Background: an optimization exercise with open tools, aiming at small area, a short achievable clock period and few clock cycles per item. Do not read the settings as production practice.
Function was checked by simulation only, so behaviour that the tests miss may differ from the original.

==> flow/design.v (outline; a module is shown in full before it is edited, if it fits) <==
// module Exp: 46 lines
// module sq32: 719 lines
// module mul32: 812 lines
// module fa: 4 lines
// module ha: 4 lines
module Exp(
    input clk,
    input rst,
    input [31:0] x,
    input [31:0] n,
    output [31:0] res,
    output done
);
  // ...
==> flow/flow/run.sh <==
#!/bin/bash
# The standard layout, with plain buffers (instead of the resizer's default
# pick) on the ports.
set -euo pipefail
export BUFFER_PORTS_ARGS="-buffer_cell sky130_fd_sc_hd__buf_1"
bash standard.sh > orfs_make.log 2>&1
==> flow/standard.sh <==
#!/bin/bash
# synth_recipe.tcl (not shown) runs the flow's synth.tcl, then flattens the netlist and writes it again
# the make line also repeats each setting of config.mk as NAME=value (left out here)
make -C /OpenROAD-flow-scripts/flow DESIGN_CONFIG=/design/flow/config.mk WORK_HOME=/design/flow/orfs CLKGATE_MAP_FILE= SYNTH_SCRIPT=/design/flow/synth_recipe.tcl "${@:-finish}"
==> flow/config.mk <==
export PLATFORM = sky130hd
export DESIGN_NAME = Exp
export DESIGN_NICKNAME = Exp
export VERILOG_FILES = /design/flow/design.v
export SDC_FILE = /design/flow/constraint.sdc
export NUM_CORES = 4
export LEC_CHECK = 0
export CAP_MARGIN = 20
export CORE_MARGIN = 2
export CORE_UTILIZATION = 45
export PLACE_DENSITY = 0.6
export SETUP_SLACK_MARGIN = 4
export SLEW_MARGIN = 20
export SYNTH_HIERARCHICAL = 1
==> flow/constraint.sdc <==
create_clock -name core_clock -period 10.0 [get_ports {clk}]
set_input_delay 2.0000 -clock core_clock [delete_from_list [all_inputs] [get_ports {clk}]]
set_output_delay 2.0000 -clock core_clock [all_outputs]
set_load 0.01 [all_outputs]
==> impl_metrics.yaml, run 1 <==
worst_setup_path:
  worst_path_most_repeated_cell: "fa_1"
  max_stage_delay_ns: 0.56
  cp.arrival_ns: 6.11
  crit_buf_inv: 1
  cp_top_family: "adder cells"
route:
  wl_met1_um: 28540
floorplanning:
  core_mm2: 0.05109
  io_pins: 99
  die_area_mm2: 0.05334
min_path:
  hp-class: "flop to flop"
  hold_start: "m[18]$_DFF_P_"
  hold_end: "m[17]$_DFF_P_"
status:
  status: "no timing/DRC/antenna violations"
job:
  drv_cap: 0
global_route:
  grt.met3_usage_pct: 6.349
logic_synthesis:
  yosys_warnings: 7
cells_and_area:
  multi_input_area_mm2: 0.01945
  clkCellAreaFrac_pct: 2.396
  design_area_mm2: 0.02476
sta:
  period_share_pct: 57.56
  fmax_mhz: 173.7
placement:
  dp_hpwl_um: 52150
Testbench counts, summed over its fixed seeds: cycles 6,460, items 384.
==> run 2, diff against run 1 <==
--- a/flow/config.mk
+++ b/flow/config.mk
@@ -10,5 +10,5 @@
 export CORE_UTILIZATION = 45
 export PLACE_DENSITY = 0.6
-export SETUP_SLACK_MARGIN = 4
+export SETUP_SLACK_MARGIN = 3.5
 export SLEW_MARGIN = 20
 export SYNTH_HIERARCHICAL = 1
==> run 2 against run 1 <==
  * Maximum frequency down 9.8%
  * Still clean on timing, DRC and antenna
  * Critical endpoint is now r[30]$_SDFF_PP0_
  * Non-clock buffer count is 2 lower
  * Cell count hardly changed
  * Highest routed layer unchanged
  * Routed wire length fell by 0.43%
  * Hold slack lost 0.00073 ns
==> impl_metrics.yaml, run 2 <==
logic_synthesis:
  postSynthCellCount: 2339
  yosys_warnings: 7
  synth_area_per_cell_um2: 9.910
  synth_area_mm2: 0.02318
worst_setup_path:
  start_kind: "flop"
  rrSetupSlack_ns: 3.62
  critPathLaunch: "r[13]$_SDFF_PP0_"
  r2r_cells: 16
  cp.required_ns: 10.40
  rr_endpoint: "r[30]$_SDFF_PP0_"
  worst-setup-path-type: "flop to flop"
  endpoint: "r[30]$_SDFF_PP0_"
  cp_max_fo: 20
  cp.arrival_ns: 6.78
  r2r_start: "r[13]$_SDFF_PP0_"
  worstSetupEndpointType: "flop"
clock_tree:
  cts_resized: 3
  h-tree-depth: 4
  path_clk_slew_ns: 0.08
  cts_tree: "yes"
  worstSkewPairLatency_ns: 0.47
  clockRootBuffer: "clkbuf_16"
  clkSinkCount: 143
  cts_buffers: 17
  cts_max_path_buffers: 2
  post_cts_buffers: 0
  cts_hold_buffers: 0
sta:
  skew_ns: 0.01971
  tightest_slew_ns: 1.188
  fmax_mhz: 156.7
  hold_viol_final: 0
  setup_tns_ns: 0
  period_share_pct: 63.81
  period_needed_ns: 6.381
  setup_viol: 0
  finalWorstSetupSlack_ns: 3.619
  rsz0062_at_grt: "yes"
  slew_viol_final: 0
  max_slew_margin_pct: 20.66
global_route:
  grt-busiest-layer: "met2"
  grt_max_degree: 63
  grt_antenna_before_repair: 5
  overflow: 0
  grt_usage_pct: 28.08
  grt_pass1_wl_um: 114000
  groute.layer.met2.usage_pct: 48.03
  grt.met3_usage_pct: 6.349
  met1_usage_pct: 33.76
  grt_pass1_vias: 19710
floorplanning:
  start_util_pct: 45.36
  core_mm2: 0.05109
  die_y_um: 231.0
  die_area_mm2: 0.05334
  io_pins: 99
  die-width_um: 231.0
  rows: 83
route:
  vias: 18430
  ant_nets: 0
  wl_um: 73990
  dr.pass1.iters: 6
  via_per_inst: 6.107
  drtIter0Drc: 1516
  drc: 0
  avgRoutedWirePerCell_um: 24.52
cells_and_area:
  area_delta_synth_final_pct: 6.165
  final_common_cell: "fa_1"
  final_util_pct: 48.16
  final_cell_mix: "392 x fa_1, 347 x xnor2_1, 284 x nand2_1"
  design_area_mm2: 0.02461
  finalNetCount: 2898
  largest_registers: "m: 32 flops, r: 32 flops, b: 31 flops"
  drive_gt1_share_pct: 7.323
placement:
  post_dp_cell_area_mm2: 0.02398
  place_ws_ns: 3.405
  dp_hpwl_um: 52150
  port_buffers: 98
  gp_congestion: 0.9057
status:
  status: "no timing/DRC/antenna violations"
min_path:
  hp-class: "flop to flop"
job:
  drv_cap: 0
## run 2: worst max-delay path, cell delays in order (launching register included)
cell and delay (ns):
dfxtp_1 1.03, a22oi_1 0.26, xnor2_1 0.21, ha_1 0.33, fa_1 0.47, fa_1 0.49, fa_1 0.52, fa_1 0.42
ha_1 0.44, nand3_1 0.11, nor3_1 0.22, nand2_1 0.08, o21ai_0 0.59, a21oi_1 0.27, or4b_2 0.65, nand3_1 0.10
nor2b_1 0.12
## run 2: stage by stage
step                std cells  hold WS [ns]
global placement         2983        0.4676
global route             3016        0.5050
detailed placement       2983        0.4756
CTS                      3015        0.4928
floorplan                2365        0.4581
finish                   3018        0.4932
## run 2: worst min-delay path by stage
| stage | endpoint | slack (ns) | start | cells past startpoint |
|---|---|---|---|---|
| finish | m[7]$_DFF_P_ | 0.49 | m[8]$_DFF_P_ | 1 |
| global route | m[7]$_DFF_P_ | 0.51 | m[8]$_DFF_P_ | 1 |
| detailed placement | m[25]$_DFF_P_ | 0.48 | m[26]$_DFF_P_ | 1 |
| global placement | m[10]$_DFF_P_ | 0.47 | m[11]$_DFF_P_ | 1 |
| CTS | m[7]$_DFF_P_ | 0.49 | m[8]$_DFF_P_ | 1 |
| floorplan | m[12]$_DFF_P_ | 0.46 | m[13]$_DFF_P_ | 1 |
## run 2: layout make-up
type / instances / area (um2)
antenna: 3 / 7.507
clock buffer: 17 / 425.4
clock inverter: 15 / 167.7
fill: 4797 / 26490
inverter: 40 / 150.1
multi-input combinational: 1976 / 19410
sequential: 143 / 2880
tap: 680 / 850.8
timing repair buffer: 144 / 716.9
## run 2: routing by layer
metal / wire length [um] / vias to the layer above
met1: 28400 / 9426
met3: 6118 / 197
li1: - / 7918
met4: 3034 / 6
met2: 36400 / 885
met5: 37 / -
==> run 3, diff against run 2 <==
--- a/flow/config.mk
+++ b/flow/config.mk
@@ -10,5 +10,5 @@
 export CORE_UTILIZATION = 45
 export PLACE_DENSITY = 0.6
-export SETUP_SLACK_MARGIN = 3.5
+export SETUP_SLACK_MARGIN = 5
 export SLEW_MARGIN = 20
 export SYNTH_HIERARCHICAL = 1
==> run 3 against run 2 <==
  * Still clean
  * Cell area increased by 14%
  * Clock-buffer cell count unchanged
  * Register-to-register slack improved by 0.97 ns
  * Sequential share of layout area decreased by 0.91 points
  * Critical path depth increased by 4
  * Hold slack got worse by 0.0061 ns
  * Worst setup slack improved by 0.97 ns
  * Critical path type unchanged
  * Highest routed layer unchanged
==> impl_metrics.yaml, run 3 <==
global_route:
  grt_usage_pct: 29.65
  overflow: 0
  grt_pass1_vias: 20290
  grt.met3_usage_pct: 4.632
  grt-busiest-layer: "met2"
  met1_usage_pct: 36.59
  groute.layer.met2.usage_pct: 50.04
  grt_antenna_before_repair: 3
  grt_max_degree: 66
  grt_pass1_wl_um: 120200
floorplanning:
  start_util_pct: 45.36
  die_y_um: 231.0
  rows: 83
  core_mm2: 0.05109
  io_pins: 99
  die-width_um: 231.0
  die_area_mm2: 0.05334
route:
  dr.pass1.iters: 9
  via_per_inst: 6.140
  drtIter0Drc: 1718
  avgRoutedWirePerCell_um: 25.47
  vias: 19470
  ant_nets: 0
  wl_um: 80750
  drc: 0
worst_setup_path:
  crit_buf_inv: 3
  cp_cell_sequence: "buf_12 -> buf_6 -> nand2_1 -> fa_2 -> fa_2 -> fa_2 -> fa_2 -> fa_1 -> ha_4 -> nand2_2 -> nand2b_1 -> a211o_1 -> nor2b_2 -> a31oi_4 -> buf_12 -> a21o_1 -> a21oi_2 -> xor2_2 -> ha_1 -> a22o_1"
  cp_slowest_cell: "fa_2"
  worstSetupEndpointType: "flop"
  cp_top_family: "adder cells"
  max_stage_delay_ns: 0.57
  cp.required_ns: 10.36
  start_kind: "flop"
  worst-setup-path-type: "flop to flop"
  cp.arrival_ns: 5.77
  cp_max_fo: 5
  worst_path_most_repeated_cell: "fa_2"
placement:
  gp_congestion: 0.9216
  port_buffers: 98
  dp_hpwl_um: 53500
logic_synthesis:
  postSynthCellCount: 2339
  yosys_warnings: 7
  synth_area_mm2: 0.02318
  synth_area_per_cell_um2: 9.910
sta:
  max_slew_margin_pct: 38.45
  rsz0062_at_grt: "yes"
  fmax_mhz: 184.7
  tightest_slew_ns: 0.9232
  hold_viol_final: 0
  setup_viol: 0
  period_needed_ns: 5.413
  setup_tns_ns: 0
  skew_ns: 0.01834
  period_share_pct: 54.13
  slew_viol_final: 0
min_path:
  hp-class: "flop to flop"
cells_and_area:
  finalNetCount: 3053
  drive_gt1_share_pct: 22.77
  nFillCells: 4395
  final_util_pct: 55.14
  diodes: 0
  final_cell_mix: "351 x fa_1, 329 x xnor2_1, 271 x nand2_1"
  final_common_cell: "fa_1"
  largest_registers: "m: 32 flops, r: 32 flops, b: 31 flops"
  area_delta_synth_final_pct: 21.55
clock_tree:
  h-tree-depth: 4
  path_clk_slew_ns: 0.07
  cts_tree: "yes"
  worstSkewPairLatency_ns: 0.48
  cts_hold_buffers: 0
  cts_buffers: 17
  clkSinkCount: 143
  clockRootBuffer: "clkbuf_16"
  cts_max_path_buffers: 2
job:
  drv_cap: 0
status:
  status: "no timing/DRC/antenna violations"
run 3: cell count changes in the layout (fill, tap and decap cells not counted), sizes merged:
cell,previous run,this run
diode,3,0
bufinv,0,1
clkinv,7,6
buf,143,283
bufbuf,0,8
clkbuf,18,25
run 3: layout make-up:
class	count	area (um2)	area share, %
multi-input cells	1976	20700	73.48
flip-flops and latches	143	3042	10.80
repair buffers	299	2815	9.992
well taps	680	850.8	3.020
clock buffers	17	425.4	1.510
clock inverters	15	188.9	0.6706
inverters	40	150.1	0.5329
run 3: stage by stage:
stage | cells | hold slack, ns | worst slack (ns) | cell area, um2
2_1_floorplan | 2365 | 0.4581 | 4.838 | 23570
5_1_grt | 3170 | 0.5000 | 4.460 | 28170
4_1_cts | 3120 | 0.4874 | 4.592 | 26940
3_3_place_gp | 2992 | 0.4640 | 3.957 | 24160
6_report | 3170 | 0.4871 | 4.587 | 28170
3_5_place_dp | 2992 | 0.4700 | 3.902 | 24160
run 3: final timing paths:
path / startpoint / to / slack [ns] / cells past startpoint
max reg2reg: b[0]$_DFF_P_ / one[14]$_DFF_P_ / 4.59 / 20
min reg2reg: m[4]$_DFF_P_ / m[3]$_DFF_P_ / 0.49 / 1
max: b[0]$_DFF_P_ / one[14]$_DFF_P_ / 4.59 / 20
min: m[4]$_DFF_P_ / m[3]$_DFF_P_ / 0.49 / 1
run 3: routing by layer:
metal / vias to the layer above / wire length, um
li1: 8216 / -
met1: 9922 / 30470
met2: 1073 / 39730
met3: 250 / 6308
met4: 4 / 4221
met5: - / 26
run 3: worst register-to-register path, delay by kind of cell (launching register included):
kind,cells,cell delay [ns]
AO/OA/AOI/OAI,5,1.07
flip-flops,1,0.38
AND/OR/NAND/NOR,4,0.35
adder cells (fa/ha/maj),7,2.84
buffers and inverters,3,0.40
XOR/XNOR,1,0.27
run 3: what timing repair did:
item | 4_1_cts | 5_1_grt
setup buffers | 86 | 43
endpoints found under the setup margin | 53 | 43
cloned | 10 | 7
resized for setup | 286 | 167
pin swaps | 82 | 126
==> run 4, diff against run 3 <==
--- a/flow/config.mk
+++ b/flow/config.mk
@@ -10,5 +10,5 @@
 export CORE_UTILIZATION = 45
 export PLACE_DENSITY = 0.6
-export SETUP_SLACK_MARGIN = 5
+export SETUP_SLACK_MARGIN = 4.3
 export SLEW_MARGIN = 20
 export SYNTH_HIERARCHICAL = 1
==> run 4 against run 3 <==
  * Cell area is 11% lower
  * First-iteration DRC count is 3.7% lower
  * Register-to-register slack worse by 0.16 ns
  * Flip-flop and latch count stayed put
  * Synthesized area stayed put
  * Synthesized cell count stayed put
  * Clock skew is 0.0036 ns lower
  * Routed wire length is 7.3% lower
  * Maximum frequency is 2.8% lower
  * Clock-buffer cell count stayed put
==> impl_metrics.yaml, run 4 <==
status:
  status: "no timing/DRC/antenna violations"
clock_tree:
  clkSinkCount: 143
  path_clk_slew_ns: 0.08
  cts_max_path_buffers: 2
  cts_tree: "yes"
  worstSkewPairLatency_ns: 0.47
  clockRootBuffer: "clkbuf_16"
  cts_hold_buffers: 0
  h-tree-depth: 4
  cts_buffers: 17
sta:
  fmax_mhz: 179.5
  rsz0062_at_grt: "no"
  setup_viol: 0
  period_share_pct: 55.70
  tightest_slew_ns: 0.9831
  skew_ns: 0.01476
  slew_viol_final: 0
  hold_viol_final: 0
  max_slew_margin_pct: 34.37
  period_needed_ns: 5.570
  setup_tns_ns: 0
logic_synthesis:
  synth_area_per_cell_um2: 9.910
  postSynthCellCount: 2339
  yosys_warnings: 7
  synth_area_mm2: 0.02318
cells_and_area:
  seq_area_mm2: 0.002959
  finalNetCount: 2913
  final_common_cell: "fa_1"
  nFillCells: 4746
  drive_gt1_share_pct: 9.745
  multi_input_area_mm2: 0.01953
  final_cell_mix: "391 x fa_1, 346 x xnor2_1, 284 x nand2_1"
  design_area_mm2: 0.02508
  area_delta_synth_final_pct: 8.194
  largest_registers: "m: 32 flops, r: 32 flops, b: 31 flops"
route:
  vias: 18530
  via_per_inst: 6.110
  wl_um: 74870
  drc: 0
  drtIter0Drc: 1654
  avgRoutedWirePerCell_um: 24.69
  ant_nets: 0
  dr.pass1.iters: 6
worst_setup_path:
  cp.required_ns: 10.40
  worstSetupEndpointType: "flop"
  start_kind: "flop"
  cp.arrival_ns: 5.97
  worst-setup-path-type: "flop to flop"
  cp_max_fo: 9
global_route:
  met1_usage_pct: 33.88
  overflow: 0
  grt_usage_pct: 28.19
  grt_antenna_before_repair: 5
  grt.met3_usage_pct: 6.201
  grt_pass1_vias: 19750
  groute.layer.met2.usage_pct: 48.33
  grt_max_degree: 63
  grt_pass1_wl_um: 114400
  grt-busiest-layer: "met2"
job:
  drv_cap: 0
min_path:
  hp-class: "flop to flop"
placement:
  port_buffers: 98
  gp_congestion: 0.9057
  dp_hpwl_um: 52150
  post_dp_cell_area_mm2: 0.02398
floorplanning:
  rows: 83
  io_pins: 99
  die_y_um: 231.0
  start_util_pct: 45.36
  core_mm2: 0.05109
  die-width_um: 231.0
  die_area_mm2: 0.05334
-- run 4: cell types whose count changed in the layout (fill, tap and decap cells not counted), sizes merged --
| cell | change |
|---|---|
| buf | -127 |
| bufbuf | -7 |
| clkbuf | -6 |
| diode | +2 |
| bufinv | -1 |
| clkinv | +1 |
-- run 4: area by class of cell --
cell class | instances | area share [%]
Timing Repair Buffer | 159 | 3.956
Inverter | 40 | 0.5987
Clock buffer | 17 | 1.696
Sequential cell | 143 | 11.80
Antenna cell | 2 | 0.01996
Clock inverter | 15 | 0.6686
Multi-Input combinational cell | 1976 | 77.87
Tap cell | 680 | 3.393
-- run 4: timing repair --
action / 4_1_cts / 5_1_grt
resized for setup: 58 / 44
pin swaps: 2 / 9
endpoints found under the setup margin: 28 / 20
gates cloned: 1 / 1
setup buffers: 3 / 10
-- run 4: critical path, cell delays in order, from the launching register on --
cell and delay (ns):
dfxtp_1 0.71, a22oi_1 0.20, xnor2_1 0.20, fa_1 0.48, fa_1 0.57, fa_1 0.44, fa_1 0.43, fa_1 0.54
fa_1 0.52, ha_1 0.41, nor2b_1 0.17, or4b_2 0.59, nand3_1 0.10, nor2b_1 0.12
-- run 4: final timing paths --
path	to	slack [ns]	startpoint	cells after the start
worst max-delay path	r[30]$_SDFF_PP0_	4.43	r[24]$_SDFF_PP0_	13
worst min register to register	m[7]$_DFF_P_	0.49	m[8]$_DFF_P_	1
worst min-delay path	m[7]$_DFF_P_	0.49	m[8]$_DFF_P_	1
worst max register to register	r[30]$_SDFF_PP0_	4.43	r[24]$_SDFF_PP0_	13
-- run 4: metrics by stage --
step	hold slack (ns)	util, %	worst slack, ns	cells
after floorplan	0.4581	-	4.313	2365
after global placement	0.4676	46.93	3.557	2983
after CTS	0.4928	48.52	4.303	3019
after global routing	0.5050	49.08	4.263	3031
after detailed placement	0.4756	46.93	3.405	2983
final	0.4931	49.08	4.430	3032
-- run 4: per-layer routing --
layer | part of all wire (%) | vias up
met5 | 0.048 | -
met1 | 38 | 9477
li1 | - | 7949
met3 | 8.4 | 193
met4 | 4.1 | 6
met2 | 49 | 901
==> run 5, diff against run 4 <==
--- a/flow/config.mk
+++ b/flow/config.mk
@@ -10,5 +10,5 @@
 export CORE_UTILIZATION = 45
 export PLACE_DENSITY = 0.6
-export SETUP_SLACK_MARGIN = 4.3
+export SETUP_SLACK_MARGIN = 4.6
 export SLEW_MARGIN = 20
 export SYNTH_HIERARCHICAL = 1
==> run 5 against run 4 <==
  * Still clean on timing, DRC and antenna
  * Maximum frequency is 3.5% higher
  * Routed wire length is 1.6% higher
  * Synthesized area stayed put
  * Cell count is 1.8% higher
  * Highest routed layer unchanged
==> impl_metrics.yaml, run 5 <==
clock_tree:
  cts_buffers: 17
  path_clk_slew_ns: 0.07
  cts_max_path_buffers: 2
  worstSkewPairLatency_ns: 0.47
  h-tree-depth: 4
  clockRootBuffer: "clkbuf_16"
  clkSinkCount: 143
  cts_hold_buffers: 0
  cts_tree: "yes"
worst_setup_path:
  critPathLaunch: "b[10]$_DFF_P_"
  start_kind: "flop"
  cp.arrival_ns: 5.74
  cp_max_fo: 21
  worst-setup-path-type: "flop to flop"
  r2r_start: "b[10]$_DFF_P_"
  cp_cell_sequence: "buf_6 -> inv_1 -> fa_1 -> fa_1 -> fa_1 -> fa_1 -> fa_1 -> ha_4 -> o2111ai_1 -> nor2_1 -> a41oi_2 -> a31oi_4 -> a21oi_2 -> o311a_1 -> ha_1 -> a22o_1"
  cp.required_ns: 10.36
  worstSetupEndpointType: "flop"
  cp_top_family: "adder cells"
  crit_buf_inv: 2
  cp_slowest_cell: "fa_1"
  worst_path_most_repeated_cell: "fa_1"
  max_stage_delay_ns: 0.57
cells_and_area:
  design_area_mm2: 0.02615
  finalNetCount: 2968
  final_common_cell: "fa_1"
  drive_gt1_share_pct: 14.30
  final_cell_mix: "387 x fa_1, 341 x xnor2_1, 279 x nand2_1"
  nFillCells: 4689
  largest_registers: "m: 32 flops, r: 32 flops, b: 31 flops"
  final_util_pct: 51.18
  final_cells: 3088
  area_delta_synth_final_pct: 12.81
global_route:
  grt_pass1_vias: 19630
  overflow: 0
  grt_pass1_wl_um: 115300
  grt_max_degree: 69
  grt_antenna_before_repair: 7
  grt_usage_pct: 28.36
floorplanning:
  io_pins: 99
  core_mm2: 0.05109
  rows: 83
  die_area_mm2: 0.05334
  die_y_um: 231.0
  start_util_pct: 45.36
  die-width_um: 231.0
sta:
  fmax_mhz: 185.8
  max_slew_margin_pct: 43.08
  period_share_pct: 53.81
  hold_viol_final: 0
  setup_tns_ns: 0
  rsz0062_at_grt: "yes"
  tightest_slew_ns: 0.8538
  setup_viol: 0
  skew_ns: 0.01294
  slew_viol_final: 0
  period_needed_ns: 5.381
route:
  drtIter0Drc: 1640
  wl_um: 76080
  vias: 18820
  drc: 0
  ant_nets: 0
  avgRoutedWirePerCell_um: 24.64
  dr.pass1.iters: 6
  via_per_inst: 6.095
placement:
  dp_hpwl_um: 52110
  post_dp_cell_area_mm2: 0.02397
  gp_congestion: 0.9181
  port_buffers: 98
  place_inst: 2978
logic_synthesis:
  postSynthCellCount: 2339
  synth_area_per_cell_um2: 9.910
  synth_area_mm2: 0.02318
  yosys_warnings: 7
job:
  drv_cap: 0
status:
  status: "no timing/DRC/antenna violations"
min_path:
  hold_start: "m[27]$_DFF_P_"
  hp-class: "flop to flop"
## run 5: changes by cell type in the layout (fill, tap and decap cells not counted), moves of 5 or more
| cell | change |
|---|---|
| xnor2_2 | +5 |
| buf_6 | +16 |
| xnor2_1 | -5 |
| nand2_1 | -5 |
| dfxtp_4 | +15 |
| dfxtp_1 | -21 |
| ha_1 | -10 |
| a21oi_2 | +5 |
| dfxtp_2 | +6 |
| ha_4 | +7 |
| buf_12 | +12 |
| buf_4 | +22 |
| a21oi_1 | -5 |
## run 5: timing repair
item                                   in CTS  in global routing
setup buffers                              25                 42
setup endpoints to repair                  39                 27
endpoints found under the hold margin       0                  0
cloned                                      5                  3
gates resized for setup                   116                104
pin swaps                                  26                 39
## run 5: cell type report
type / count / area, um2 / share of cell area [%]
multi-input combinational: 1976 / 19770 / 75.62
clock inverter: 15 / 162.7 / 0.6221
clock buffer: 17 / 425.4 / 1.627
tap: 680 / 850.8 / 3.254
timing repair buffer: 214 / 1755 / 6.714
antenna: 3 / 7.507 / 0.02871
inverter: 40 / 150.1 / 0.5742
sequential: 143 / 3023 / 11.56
## run 5: final timing paths
| path | cells past startpoint | to | slack (ns) |
|---|---|---|---|
| max reg2reg | 16 | one[15]$_DFF_P_ | 4.62 |
| max | 16 | one[15]$_DFF_P_ | 4.62 |
| min | 1 | m[26]$_DFF_P_ | 0.49 |
| min reg2reg | 1 | m[26]$_DFF_P_ | 0.49 |
## run 5: worst reg2reg max path: cells and delay by family (launching register included)
family	cells	cell delay [ns]
buf+inv	2	0.35
simple gates	1	0.22
compound gates	6	1.36
flops	1	0.34
fa+ha+maj	7	3.02
## run 5: stage by stage
stage | setup WS [ns] | hold WS (ns)
6_report | 4.619 | 0.4862
5_1_grt | 4.417 | 0.5101
4_1_cts | 4.507 | 0.4885
3_5_place_dp | 3.868 | 0.4707
3_3_place_gp | 3.807 | 0.4671
2_1_floorplan | 4.621 | 0.4581
## run 5: per-layer routing
metal  share of wire (%)  track usage, %  vias up  wire length [um]
li1                    -               -     8066                 -
met1                  38           35.28     9619             29170
met2                  49           48.50      918             37460
met3                 8.1           5.052      209              6137
met4                 4.3           11.79        8              3262
met5               0.063               0        -                48
==> run 6, diff against run 5 <==
--- a/flow/config.mk
+++ b/flow/config.mk
@@ -6,9 +6,9 @@
 export NUM_CORES = 4
 export LEC_CHECK = 0
-export CAP_MARGIN = 20
+export CAP_MARGIN = 0
 export CORE_MARGIN = 2
 export CORE_UTILIZATION = 45
 export PLACE_DENSITY = 0.6
 export SETUP_SLACK_MARGIN = 4.6
-export SLEW_MARGIN = 20
+export SLEW_MARGIN = 0
 export SYNTH_HIERARCHICAL = 1
==> run 6 against run 5 <==
  * Still clean
  * Non-clock buffer count shrank 14
  * Routed wire length rose by 0.15%
  * Critical endpoint unchanged
  * Highest routed layer unchanged
==> impl_metrics.yaml, run 6 <==
floorplanning:
  die-width_um: 231.0
  die_area_mm2: 0.05334
  rows: 83
  die_y_um: 231.0
  start_util_pct: 45.36
  core_mm2: 0.05109
  io_pins: 99
worst_setup_path:
  cp_slowest_cell: "fa_1"
  worstSetupEndpointType: "flop"
  cp_top_family: "adder cells"
  worst_path_most_repeated_cell: "fa_1"
  worst-setup-path-type: "flop to flop"
  crit_buf_inv: 2
  cp.required_ns: 10.39
  cp_max_fo: 6
  cp_cell_sequence: "buf_12 -> buf_6 -> nand2_2 -> fa_1 -> fa_1 -> fa_2 -> fa_1 -> fa_1 -> ha_4 -> nand2_2 -> nand2b_1 -> a211o_1 -> nor2b_2 -> a31oi_4 -> a21o_1 -> a21oi_2 -> xor2_2 -> ha_1 -> a22o_1"
  start_kind: "flop"
  cp.arrival_ns: 5.78
  max_stage_delay_ns: 0.57
route:
  vias: 18780
  drtIter0Drc: 1595
  drc: 0
  ant_nets: 0
  avgRoutedWirePerCell_um: 24.81
  wl_um: 76200
  dr.pass1.iters: 7
  via_per_inst: 6.114
global_route:
  grt_usage_pct: 28.30
  grt_max_degree: 69
  overflow: 0
  grt_antenna_before_repair: 7
  grt_pass1_wl_um: 114400
  grt_pass1_vias: 19530
clock_tree:
  cts_buffers: 17
  path_clk_slew_ns: 0.07
  clockRootBuffer: "clkbuf_16"
  h-tree-depth: 4
  clkSinkCount: 143
  worstSkewPairLatency_ns: 0.50
  cts_tree: "yes"
  cts_max_path_buffers: 2
cells_and_area:
  area_delta_synth_final_pct: 12.37
  final_common_cell: "fa_1"
  seq_area_mm2: 0.003019
  drive_gt1_share_pct: 13.72
  final_cell_mix: "386 x fa_1, 340 x xnor2_1, 280 x nand2_1"
  finalNetCount: 2954
  largest_registers: "m: 32 flops, r: 32 flops, b: 31 flops"
  multi_input_area_mm2: 0.01978
  diodes: 0
  final_cells: 3071
  nFillCells: 4723
logic_synthesis:
  synth_area_mm2: 0.02318
  yosys_warnings: 7
  synth_area_per_cell_um2: 9.910
  postSynthCellCount: 2339
placement:
  place_inst: 2978
  dp_hpwl_um: 52100
  gp_congestion: 0.9181
  place_ws_ns: 3.759
  port_buffers: 98
sta:
  skew_ns: 0.01523
  period_share_pct: 53.90
  hold_viol_final: 0
  setup_tns_ns: 0
  setup_viol: 0
  max_slew_margin_pct: 43.43
  period_needed_ns: 5.390
  rsz0062_at_grt: "yes"
  tightest_slew_ns: 0.8486
  slew_viol_final: 0
  worst_hold_slack_ns: 0.4859
  fmax_mhz: 185.5
  finalWorstSetupSlack_ns: 4.610
status:
  status: "no timing/DRC/antenna violations"
min_path:
  hp-class: "flop to flop"
job:
  drv_cap: 0
-- run 6: worst register-to-register path: stages (launching register included) --
cell	delay, ns
dfxtp_4	0.36
buf_12	0.12
buf_6	0.11
nand2_2	0.05
fa_1	0.47
fa_1	0.53
fa_2	0.41
fa_1	0.50
fa_1	0.57
ha_4	0.23
nand2_2	0.07
nand2b_1	0.07
a211o_1	0.31
nor2b_2	0.17
a31oi_4	0.14
a21o_1	0.22
a21oi_2	0.17
xor2_2	0.29
ha_1	0.30
a22o_1	0.20
-- run 6: final timing paths --
check / to / slack (ns) / start / cells after the start
setup / recovery: one[15]$_DFF_P_ / 4.61 / b[1]$_DFF_P_ / 19
hold / removal: m[26]$_DFF_P_ / 0.49 / m[27]$_DFF_P_ / 1
setup reg to reg: one[15]$_DFF_P_ / 4.61 / b[1]$_DFF_P_ / 19
hold reg to reg: m[26]$_DFF_P_ / 0.49 / m[27]$_DFF_P_ / 1
-- run 6: metrics by stage --
stage          util, %  cell area [um2]
4_1_cts          49.26            25170
2_1_floorplan        -            23310
6_report         50.97            26050
3_3_place_gp     46.90            23960
3_5_place_dp     46.90            23960
5_1_grt          50.97            26050
-- run 6: area by class of cell --
| cell class | instances | area share (%) |
|---|---|---|
| Multi-Input combinational cell | 1976 | 75.94 |
| Sequential cell | 143 | 11.59 |
| Timing Repair Buffer | 200 | 6.413 |
| Tap cell | 680 | 3.267 |
| Clock buffer | 18 | 1.648 |
| Inverter | 40 | 0.5765 |
| Clock inverter | 14 | 0.5669 |
-- run 6: layer usage --
metal	vias to the layer above	routed length, um	GRT usage [%]	share of wire (%)
met1	9625	29070	34.62	38
met2	909	37600	48.31	49
li1	8027	-	-	-
met5	-	87	0	0.11
met4	12	3097	12.52	4.1
met3	202	6352	5.632	8.3
-- run 6: repair_timing --
action                                  CTS  global route
cloned                                    5             3
gates resized for setup                 104           118
hold buffers                              0             0
buffers inserted                         22            31
endpoints found under the setup margin   39            30
pin swaps                                24            45
hold endpoints to repair                  0             0
==> run 7, diff against run 6 <==
--- a/flow/config.mk
+++ b/flow/config.mk
@@ -6,9 +6,10 @@
 export NUM_CORES = 4
 export LEC_CHECK = 0
-export CAP_MARGIN = 0
+export CAP_MARGIN = 20
 export CORE_MARGIN = 2
 export CORE_UTILIZATION = 45
+export CTS_BUF_LIST = sky130_fd_sc_hd__clkbuf_8
 export PLACE_DENSITY = 0.6
-export SETUP_SLACK_MARGIN = 4.6
-export SLEW_MARGIN = 0
+export SETUP_SLACK_MARGIN = 4.5
+export SLEW_MARGIN = 20
 export SYNTH_HIERARCHICAL = 1
==> run 7 against run 6 <==
  * Still clean on timing, DRC and antenna
  * Clock-buffer cell count is 1 lower
  * Via count is 1.1% lower
  * Critical path depth is 2 lower
  * Utilization is 1.3 points lower
  * Sequential share of layout area is 0.20 points higher
  * Synthesized cell count stayed put
  * First-iteration DRC count is 3.3% lower
  * Cell count is 0.52% lower
  * Register-to-register slack worse by 0.02 ns
  * Cell area is 2.6% lower
  * Critical path type unchanged
  * Critical endpoint is now r[30]$_SDFF_PP0_
  * Largest cell class unchanged
  * Highest routed layer unchanged
==> impl_metrics.yaml, run 7 <==
worst_setup_path:
  start_kind: "flop"
  cp.required_ns: 10.48
  endpoint: "r[30]$_SDFF_PP0_"
  worst_path_most_repeated_cell: "fa_1"
  worstSetupEndpointType: "flop"
  cp_cell_sequence: "buf_12 -> a22oi_1 -> xnor2_1 -> fa_1 -> fa_1 -> fa_1 -> fa_1 -> fa_1 -> ha_4 -> nand3_1 -> nor3_2 -> nand2_1 -> o21ai_4 -> a21oi_1 -> or4b_2 -> nand3_1 -> nor2b_1"
  r2r_start: "two[0]$_DFF_P_"
  max_stage_delay_ns: 0.63
  cp_max_fo: 31
  rr_endpoint: "r[30]$_SDFF_PP0_"
  cp_top_family: "adder cells"
  worst-setup-path-type: "flop to flop"
  critical_path_cell_count: 17
  rrSetupSlack_ns: 4.59
  crit_buf_inv: 1
  r2r_cells: 17
  critPathLaunch: "two[0]$_DFF_P_"
  cp_slowest_cell: "or4b_2"
  cp.arrival_ns: 5.89
cells_and_area:
  final_util_pct: 49.66
  final_common_cell: "fa_1"
  drive_gt1_share_pct: 11.79
  largest_registers: "m: 32 flops, r: 32 flops, b: 31 flops"
  final_cell_mix: "388 x fa_1, 345 x xnor2_1, 282 x nand2_1"
  nFillCells: 4761
  area_delta_synth_final_pct: 9.463
  finalNetCount: 2937
clock_tree:
  cts_max_path_buffers: 2
  clockRootBuffer: "clkbuf_8"
  path_clk_slew_ns: 0.09
  cts_buffers: 17
  cts_tree: "yes"
  worstSkewPairLatency_ns: 0.55
  clkSinkCount: 143
  cts_hold_buffers: 0
  h-tree-depth: 4
sta:
  fmax_mhz: 184.8
  max_slew_margin_pct: 32.66
  period_needed_ns: 5.410
  hold_viol_final: 0
  rsz0062_at_grt: "yes"
  tightest_slew_ns: 1.010
  period_share_pct: 54.10
  setup_viol: 0
  slew_viol_final: 0
  setup_tns_ns: 0
  skew_ns: 0.01758
floorplanning:
  io_pins: 99
  die_area_mm2: 0.05334
  die_y_um: 231.0
  die-width_um: 231.0
  core_mm2: 0.05109
  rows: 83
  start_util_pct: 45.36
logic_synthesis:
  synth_area_per_cell_um2: 9.910
  yosys_warnings: 7
  synth_area_mm2: 0.02318
  postSynthCellCount: 2339
route:
  drtIter0Drc: 1542
  vias: 18580
  drc: 0
  ant_nets: 0
  wl_um: 75470
  dr.pass1.iters: 8
  via_per_inst: 6.080
  avgRoutedWirePerCell_um: 24.70
global_route:
  overflow: 0
  grt_pass1_wl_um: 115000
  grt_usage_pct: 28.40
  grt_antenna_before_repair: 5
  grt_max_degree: 65
  grt_pass1_vias: 19860
placement:
  dp_hpwl_um: 51850
  port_buffers: 98
  gp_congestion: 0.8978
job:
  drv_cap: 0
min_path:
  hp-class: "flop to flop"
status:
  status: "no timing/DRC/antenna violations"
run 7: cell count changes in the layout (fill, tap and decap cells not counted), sizes merged:
cell and delta:
bufbuf -3, diode +1, inv +3, bufinv +2, buf -12, clkinv -2
clkbuf -3, clkinvlp -2
run 7: worst min path at each step:
stage / start / to / slack [ns] / cells past startpoint
after floorplan: m[13]$_DFF_P_ / m[12]$_DFF_P_ / 0.46 / 1
after global placement: m[11]$_DFF_P_ / m[10]$_DFF_P_ / 0.46 / 1
after detailed placement: m[13]$_DFF_P_ / m[12]$_DFF_P_ / 0.48 / 1
after CTS: m[8]$_DFF_P_ / m[7]$_DFF_P_ / 0.50 / 1
after global routing: m[31]$_SDFF_PN0_ / m[30]$_DFF_P_ / 0.51 / 1
final: m[4]$_DFF_P_ / m[3]$_DFF_P_ / 0.49 / 1
run 7: cell type report:
class	count	area (um2)	area share, %
inverters	40	150.1	0.5918
flip-flops and latches	143	2993	11.80
diodes	1	2.502	0.009863
clock inverters	15	172.7	0.6805
well taps	680	850.8	3.353
multi-input cells	1976	19670	77.51
clock buffers	17	234.0	0.9222
repair buffers	183	1303	5.134
run 7: what timing repair did:
action,in CTS,in global routing
setup endpoints to repair,39,25
cloned,2,2
hold endpoints to repair,0,0
buffers inserted,20,16
resized for setup,89,68
pin swaps,5,27
run 7: worst reg2reg max path, cell delays in order (launching register included):
cell and delay, ns:
dfxtp_1 0.36, buf_12 0.21, a22oi_1 0.16, xnor2_1 0.17, fa_1 0.58, fa_1 0.45, fa_1 0.44, fa_1 0.51
fa_1 0.45, ha_4 0.35, nand3_1 0.12, nor3_2 0.15, nand2_1 0.12, o21ai_4 0.27, a21oi_1 0.18, or4b_2 0.63
nand3_1 0.09, nor2b_1 0.11
run 7: stage by stage:
step	instance area, um2	hold slack [ns]	setup WS [ns]	std cells
floorplan	23300	0.4581	4.511	2365
global placement	23990	0.4650	3.239	2982
detailed placement	23990	0.4756	3.403	2982
CTS	24930	0.4997	4.488	3036
global route	25370	0.5129	4.343	3054
finish	25370	0.4919	4.590	3055
run 7: layer usage:
| layer | vias to the layer above | wire (um) | track usage (%) |
|---|---|---|---|
| li1 | 7983 | - | - |
| met1 | 9481 | 29460 | 34.69 |
| met2 | 897 | 37060 | 48.25 |
| met3 | 206 | 5754 | 6.114 |
| met4 | 8 | 3151 | 12.38 |
| met5 | - | 46 | 0 |

port drivers added, routing unchanged:
No port has a modelled driver above. Below, the same layouts with a new extraction and two added sets of constraints.
Step 1 sets driving cells, clkbuf_16 on the clock port and buf_2 on the other inputs (assumed; they add their load-dependent delay and slew).
Step 2 adds t to the input delays and takes it off the output delays; t is the mean of the earliest and latest rising clock arrival at the registers after step 1. Input paths then give back, and output paths get back, about the clock's delay inside the block.
Three values: ideal, step 1, step 2; two values: the first two.
| run | t (ns) | setup slack, ns | latest minus earliest clock arrival (ns) | pins driven straight from the clock port |
|---|---|---|---|---|
| run 1 | 0.516 | 4.244 / 4.244 / 4.244 | 0.020 / 0.020 | 1 |
| run 2 | 0.518 | 3.619 / 3.619 / 3.619 | 0.020 / 0.019 | 1 |
| run 3 | 0.524 | 4.587 / 4.587 / 4.587 | 0.019 / 0.019 | 1 |
| run 4 | 0.516 | 4.430 / 4.430 / 4.430 | 0.014 / 0.015 | 1 |
| run 5 | 0.517 | 4.619 / 4.619 / 4.619 | 0.014 / 0.014 | 1 |
| run 6 | 0.546 | 4.610 / 4.610 / 4.610 | 0.016 / 0.016 | 1 |
| run 7 | 0.587 | 4.590 / 4.590 / 4.590 | 0.018 / 0.018 | 1 |
After both steps every run listed still meets setup and hold.
